Context: an optimization exercise on an open-source flow, tuned for a short achievable clock period and few clock cycles per item. The choices shown serve that exercise and are no tape-out recipe.
Function was checked by simulation only, so behaviour that the tests miss may differ from the original.
The clock port is modelled as an ideal driver; clocking choices that lean on that would not hold on a real chip.
Power and IR drop assume default switching activity.

==> flow/design.v <==
`timescale 1ns / 1ps
module cache_source(
clk,
rst,
PRead_request,
PWrite_request,
PRead_ready,
PWrite_done,
PWrite_data,
PRead_data,
PAddress,
MRead_request,
MWrite_request,
MRead_ready,
MWrite_done,
MWrite_data,
MRead_data,
MAddress
);
input clk;
input rst;
input PRead_request;
input PWrite_request;
input [7:0] PWrite_data;
input [7:0] PAddress;
output [7:0] PRead_data;
output PRead_ready;
output PWrite_done;
input MRead_ready;
input MWrite_done;
input [31:0] MRead_data;
output [7:0] MAddress;
output MRead_request;
output MWrite_request;
output [7:0] MWrite_data;
reg [31:0] blocks[7:0];
reg [2:0] tags[7:0];
reg [7:0] valid;
reg mrq, mwq, prr, pwd;
reg [7:0] prd, maddr, mwdata;
reg busy;
reg fill;       
reg wupd;       
reg whit;       
reg [7:0] line_q;    
reg [31:0] byte_q;   
reg [1:0] off_q;     
reg [31:0] mdata;    
reg [7:0] addr_q;   
reg [7:0] fill_ln;
reg [31:0] wupd_b;
reg [7:0] wdata_q;
function [1023:0] sel_even(input [2047:0] v, input integer n);
    integer i;
    begin
        sel_even = 0;
        for (i = 0; i < n; i = i + 1)
            sel_even[8 * i +: 8] = v[16 * i +: 8];
    end
endfunction
function [1023:0] sel_odd(input [2047:0] v, input integer n);
    integer i;
    begin
        sel_odd = 0;
        for (i = 0; i < n; i = i + 1)
            sel_odd[8 * i +: 8] = v[16 * i + 8 +: 8];
    end
endfunction
wire idle = ~busy;
wire rd_answer = mrq & MRead_ready;
wire wr_answer = mwq & MWrite_done;
wire [3:0] lo_n;
wire [7:0] hi_n;
wire [4:0] a_n;
cs_inv5 u_inv(.a(PAddress[4:0]), .y(a_n));
cs_pdec u_pdec(.a(PAddress[4:0]), .a_n(a_n), .en(idle), .lo_n(lo_n), .hi_n(hi_n));
wire [23:0] tag_flat;
genvar g;
generate for (g = 0; g < 8; g = g + 1) begin : tf
    assign tag_flat[3 * g +: 3] = tags[g];
end endgenerate
wire [7:0] m_n;
cs_tageq u_tageq(.tags(tag_flat), .valid(valid), .t(PAddress[7:5]), .m_n(m_n));
wire hit, hit_n;
cs_hit u_hit(.hi_n(hi_n), .m_n(m_n), .hit(hit), .hit_n(hit_n));
wire mrq_d, prr_d;
cs_ctl u_ctl(.keep_r(~rst & mrq & ~MRead_ready), .new_r(~rst & idle & PRead_request), .hit_n(hit_n), .y(mrq_d));
cs_ctl u_ctl2(.keep_r(~rst & rd_answer), .new_r(~rst & PRead_request), .hit_n(hit), .y(prr_d));
wire [255:0] d;
genvar kk, bb;
generate for (kk = 0; kk < 32; kk = kk + 1) begin : dk
    for (bb = 0; bb < 8; bb = bb + 1) begin : db
        assign d[8 * kk + bb] = blocks[kk / 4][8 * (kk % 4) + bb];
    end
end endgenerate
wire [127:0] l1;
wire [63:0] l2;
wire [31:0] l3;
wire [15:0] l4;
wire [7:0] cbyte_n;
cs_mux2i #(.N(128)) u_l1(.a(sel_even(d, 32)), .b(sel_odd(d, 32)), .s(PAddress[0]), .y(l1));
cs_mux2i #(.N(64)) u_l2(.a(sel_even(l1, 16)), .b(sel_odd(l1, 16)), .s(PAddress[1]), .y(l2));
cs_mux2i #(.N(32)) u_l3(.a(sel_even(l2, 8)), .b(sel_odd(l2, 8)), .s(PAddress[2]), .y(l3));
cs_mux2i #(.N(16)) u_l4(.a(sel_even(l3, 4)), .b(sel_odd(l3, 4)), .s(PAddress[3]), .y(l4));
cs_mux2i #(.N(8)) u_l5(.a(l4[7:0]), .b(l4[15:8]), .s(PAddress[4]), .y(cbyte_n));
wire [7:0] mbyte = MRead_data[8 * off_q +: 8];
wire [7:0] prd_next;
cs_mux2i #(.N(8)) u_out(.a(cbyte_n), .b(~mbyte), .s(busy), .y(prd_next));
always @(posedge clk) begin
    if (rst) begin
        busy <= 1'b0;
        mwq <= 1'b0;
        pwd <= 1'b0;
        fill <= 1'b0;
        fill_ln <= 8'h00;
        wupd_b <= 32'h0;
        wupd <= 1'b0;
    end else begin
        busy <= idle ? (PRead_request | PWrite_request) : ~(prr | pwd);
        mwq <= mwq ? ~MWrite_done : idle & PWrite_request;
        pwd <= wr_answer;
        fill <= rd_answer;
        fill_ln <= {8{rd_answer}} & line_q;
        wupd_b <= {32{wr_answer & whit}} & byte_q;
        wupd <= wr_answer & whit;
    end
    mrq <= mrq_d;
    prr <= prr_d;
    whit <= hit | (whit & busy);
    if (idle) begin
        addr_q <= PAddress;
        wdata_q <= PWrite_data;
    end
    line_q <= 8'd1 << addr_q[4:2];
    byte_q <= 32'd1 << addr_q[4:0];
    off_q <= addr_q[1:0];
    mdata <= MRead_data;
    maddr <= {PAddress[7:2], PAddress[1:0] & {2{PWrite_request}}};
    mwdata <= PWrite_data;
    prd <= prd_next;
end
always @(posedge clk) begin
    if (rst)
        valid <= 8'h00;
    else if (fill)
        valid <= valid | line_q;
end
genvar i, b;
generate for (i = 0; i < 8; i = i + 1) begin : ln
    always @(posedge clk)
        if (fill_ln[i])
            tags[i] <= addr_q[7:5];
    for (b = 0; b < 4; b = b + 1) begin : by
        always @(posedge clk)
            if (fill_ln[i])
                blocks[i][8 * b +: 8] <= mdata[8 * b +: 8];
            else if (wupd_b[4 * i + b])
                blocks[i][8 * b +: 8] <= wdata_q;
    end
end endgenerate
assign PRead_ready = prr;
assign PWrite_done = pwd;
assign MRead_request = mrq;
assign MWrite_request = mwq;
assign MWrite_data = mwdata;
assign MAddress = maddr;
assign PRead_data = prd;
endmodule
module cs_inv5(input [4:0] a, output [4:0] y);
assign y = ~a;
endmodule
module cs_pdec(input [4:0] a, input [4:0] a_n, input en, output [3:0] lo_n, output [7:0] hi_n);
genvar i;
generate for (i = 0; i < 4; i = i + 1) begin : l
    assign lo_n[i] = ~((i & 2 ? a[1] : a_n[1]) & (i & 1 ? a[0] : a_n[0]));
end
for (i = 0; i < 8; i = i + 1) begin : h
    assign hi_n[i] = ~(en & (i & 4 ? a[4] : a_n[4]) & (i & 2 ? a[3] : a_n[3]) & (i & 1 ? a[2] : a_n[2]));
end endgenerate
endmodule
module cs_tageq(input [23:0] tags, input [7:0] valid, input [2:0] t, output [7:0] m_n);
genvar j;
generate for (j = 0; j < 8; j = j + 1) begin : e
    assign m_n[j] = ~(valid[j] & (tags[3 * j +: 3] == t));
end endgenerate
endmodule
module cs_hit(input [7:0] hi_n, input [7:0] m_n, output hit, output hit_n);
wire [3:0] u;
cs_o22ai u_o(.a(hi_n), .b(m_n), .y(u));
wire [1:0] v_n;
cs_nor2x2 u_n(.a(u), .y(v_n));
assign hit = ~&v_n;
assign hit_n = &v_n;
endmodule
module cs_o22ai(input [7:0] a, input [7:0] b, output [3:0] y);
genvar p;
generate for (p = 0; p < 4; p = p + 1) begin : g
    assign y[p] = ~((a[2 * p] | b[2 * p]) & (a[2 * p + 1] | b[2 * p + 1]));
end endgenerate
endmodule
module cs_nor2x2(input [3:0] a, output [1:0] y);
assign y[0] = ~(a[0] | a[1]);
assign y[1] = ~(a[2] | a[3]);
endmodule
module cs_ctl(input keep_r, input new_r, input hit_n, output y);
assign y = keep_r | (new_r & hit_n);
endmodule
module cs_mux2i #(parameter N = 8) (input [N-1:0] a, input [N-1:0] b, input s, output [N-1:0] y);
assign y = ~(s ? b : a);
endmodule
clock: 5.0 ns
lec_check: 0
abc_clock_period_in_ps: 1000
cap_margin: 20
core_margin: 2
core_utilization: 65
place_density: 0.75
setup_slack_margin: 3
slew_margin: 20
synth_hierarchical: 1
synth_minimum_keep_size: 0
tns_end_percent: 100
standard.sh (not shown) runs the stock make flow with config.mk's settings and CLKGATE_MAP_FILE= SYNTH_SCRIPT=/design/flow/synth_recipe.tcl, a recipe that flattens the netlist after the stock synthesis.
==> flow/flow/run.sh <==
#!/bin/bash
# The standard layout, with two hooks: port buffers made strong after the
# resize step, and after CTS timing repaired
# again (see the .tcl files beside this script).
HERE=$(pwd)
export POST_RESIZE_TCL=$HERE/flow/post_resize.tcl
export POST_CTS_TCL=$HERE/flow/post_cts.tcl
bash standard.sh > standard.log 2>&1
status=$?
tail -n 20 standard.log
exit $status
==> flow/flow/post_cts.tcl <==
# More setup repair passes than the flow's one.
estimate_parasitics -placement
for {set i 0} {$i < 3} {incr i} {
  repair_timing -setup -setup_margin $::env(SETUP_SLACK_MARGIN) -repair_tns 100 -verbose
  estimate_parasitics -placement
}
detailed_placement
estimate_parasitics -placement
report_worst_slack -max
==> flow/flow/post_resize.tcl <==
# Port buffers: strong cells (the resizer leaves some as delay cells).
foreach inst [get_cells -quiet {input* output*}] {
  set m [get_property [get_lib_cells -of_objects $inst] name]
  if {![string match "sky130_fd_sc_hd__*buf*" $m] && ![string match "sky130_fd_sc_hd__dly*" $m]} { continue }
  set want [expr {[string match "input*" [get_name $inst]] ? "sky130_fd_sc_hd__buf_12" : "sky130_fd_sc_hd__buf_6"}]
  if {$m ne $want} { replace_cell $inst $want }
}
Testbench counts at the start, summed over its fixed seeds: cycles 103,715, items 24,000.
Rerun with:
==> flow/flow/run.sh (replaced) <==
#!/bin/bash
# The standard layout, with three hooks (the .tcl files beside this script):
# registers that drive outputs moved next to their output buffers after
# detailed placement, port buffers made strong after the resize step, and
# timing repaired again after CTS.
HERE=$(pwd)
export POST_DETAIL_PLACE_TCL=$HERE/flow/post_dp.tcl
export POST_RESIZE_TCL=$HERE/flow/post_resize.tcl
export POST_CTS_TCL=$HERE/flow/post_cts.tcl
bash standard.sh > standard.log 2>&1
status=$?
tail -n 20 standard.log
exit $status
==> flow/flow/post_dp.tcl (new file) <==
# Move each register that drives an output buffer next to that buffer, then
# legalize.
set block [ord::get_db_block]
set moved 0
foreach bt [$block getBTerms] {
  if {[$bt getIoType] ne "OUTPUT"} continue
  set net [$bt getNet]
  foreach it [$net getITerms] {
    if {![$it isOutputSignal]} continue
    set buf [$it getInst]
    set in [$buf findITerm A]
    if {$in eq "NULL" || $in eq ""} continue
    set dnet [$in getNet]
    foreach dit [$dnet getITerms] {
      if {![$dit isOutputSignal]} continue
      set ff [$dit getInst]
      if {![string match "*df*" [[$ff getMaster] getName]]} continue
      set loc [$buf getLocation]
      $ff setLocation [lindex $loc 0] [lindex $loc 1]
      incr moved
    }
  }
}
puts "post_dp: moved $moved registers next to their output buffers"
detailed_placement
Settings changed: CORE_UTILIZATION 65 to 40, PLACE_DENSITY 0.75 to not set.
Effect: The changed run ran to the end with no violations; clock power is higher by about 7.5%; final cell count is higher by 12%; routed wire length shrinks by about 2.2%; synthesized area is unchanged; worst hold slack degrades by 0.0038 ns; total power goes up by 2.8%; critical path depth decreases by 6; first-iteration DRC count fell by 15%; clock-buffer cell count increases by 2.
Rerun with:
Settings changed: CORE_UTILIZATION 40 to 65, PLACE_DENSITY set to 0.75.
=>
- power went down by 4.4%
- worst setup slack is better by 0.0097 ns
- fmax went up by 0.48%
- via count went up by 3.0%
- synthesized cell count does not change
- wire length went up by 0.47%
- global-route usage went up by 14 points
- area after synthesis does not change
- cell count went down by 10%
- cell area went down by 2.8%
- clock skew hardly moves
Rerun with:
==> flow/run.sh (new file) <==
#!/bin/bash
# synth_recipe.tcl (not shown) runs the flow's synth.tcl, then flattens the netlist and writes it again
# the make line also repeats each setting of config.mk as NAME=value (left out here)
make -C /OpenROAD-flow-scripts/flow DESIGN_CONFIG=/design/flow/config.mk WORK_HOME=/design/flow/orfs CLKGATE_MAP_FILE= SYNTH_SCRIPT=/design/flow/synth_recipe.tcl finish
Settings changed: CORE_UTILIZATION 65 to 40, PLACE_DENSITY 0.75 to not set.
removed: flow/flow/run.sh
removed: flow/flow/post_cts.tcl
removed: flow/flow/post_dp.tcl
removed: flow/flow/post_resize.tcl
removed: flow/standard.sh
Effect:
- The new run completed with no timing, DRC or antenna violations
- total power went up by about 6%
- sequential share of layout area increases by 0.35 points
- sequential power hardly moves
- core utilization decreases by 29 points
- routed wire length goes down by about 3.2%
- clock skew went down by 0.0045 ns
- clock-buffer cell count grows by 5
- cell area fell by about 0.7%
- cell count is higher by 11%
Rerun with:
==> flow/flow/run.sh (new file) <==
#!/bin/bash
# The standard layout, with two hooks: port buffers made strong after the
# resize step, and after CTS timing repaired
# again (see the .tcl files beside this script).
HERE=$(pwd)
export POST_RESIZE_TCL=$HERE/flow/post_resize.tcl
export POST_CTS_TCL=$HERE/flow/post_cts.tcl
bash standard.sh > standard.log 2>&1
status=$?
tail -n 20 standard.log
exit $status
==> flow/flow/post_cts.tcl (new file) <==
# More setup repair passes than the flow's one.
estimate_parasitics -placement
for {set i 0} {$i < 3} {incr i} {
  repair_timing -setup -setup_margin $::env(SETUP_SLACK_MARGIN) -repair_tns 100 -verbose
  estimate_parasitics -placement
}
detailed_placement
estimate_parasitics -placement
report_worst_slack -max
==> flow/flow/post_resize.tcl (new file) <==
# Port buffers: strong cells (the resizer leaves some as delay cells).
foreach inst [get_cells -quiet {input* output*}] {
  set m [get_property [get_lib_cells -of_objects $inst] name]
  if {![string match "sky130_fd_sc_hd__*buf*" $m] && ![string match "sky130_fd_sc_hd__dly*" $m]} { continue }
  set want [expr {[string match "input*" [get_name $inst]] ? "sky130_fd_sc_hd__buf_12" : "sky130_fd_sc_hd__buf_6"}]
  if {$m ne $want} { replace_cell $inst $want }
}
==> flow/standard.sh (new file) <==
#!/bin/bash
# synth_recipe.tcl (not shown) runs the flow's synth.tcl, then flattens the netlist and writes it again
# the make line also repeats each setting of config.mk as NAME=value (left out here)
make -C /OpenROAD-flow-scripts/flow DESIGN_CONFIG=/design/flow/config.mk WORK_HOME=/design/flow/orfs CLKGATE_MAP_FILE= SYNTH_SCRIPT=/design/flow/synth_recipe.tcl "${@:-finish}"
removed: flow/run.sh
The changed run finished with timing, DRC and antenna clean.
Total power fell by about 2.3%.
Cell area climbs by 1.9%.
Synthesized cell count does not change.
Sequential share of layout area shrinks by 0.97 points.
Global-route usage barely changes.
Core utilization rises by 0.88 points.
Combinational power rises by about 9%.
Worst setup slack stays flat.
Sequential power barely changes.
Worst hold slack stays flat.
Count of clock-buffer cells in the layout went up by 5.

-- what the ideal ports hide --
The results above use ideal ports. As a check the final layouts listed here were re-extracted and re-timed, cells and wires unchanged. Step 1: set_driving_cell puts a clkbuf_16 on clk and a buf_2 on each other input, an assumption about the parent block. Step 2 adds t to the input delays and takes it off the output delays; t is the mean of the earliest and latest rising clock arrival at the registers after step 1. Input paths then give back, and output paths get back, about the clock's delay inside the block. a / b / c = no drivers / after step 1 / after step 2; a / b = the first two.
run	t, ns	setup slack, ns	worst setup path at the end	slew at the worst register clock pin (ns)	worst data-port slew with drivers (ns)
the first run	0.601	2.962 / 2.771 / 2.169	input to register	0.07 / 0.07	0.32
the second run	0.643	2.964 / 2.723 / 2.080	input to register	0.06 / 0.06	0.37
the third run	0.607	2.974 / 2.770 / 2.163	input to register	0.07 / 0.07	0.31
the fourth run	0.641	2.936 / 2.875 / 2.264	input to register	0.07 / 0.07	0.25
the fifth run	0.633	2.934 / 2.858 / 2.224	input to register	0.06 / 0.06	0.27
After both steps setup and hold are still met in every run listed. The setup slack of the second run, which loses most, moves by -0.241 ns with the drivers and by -0.884 ns with both steps.
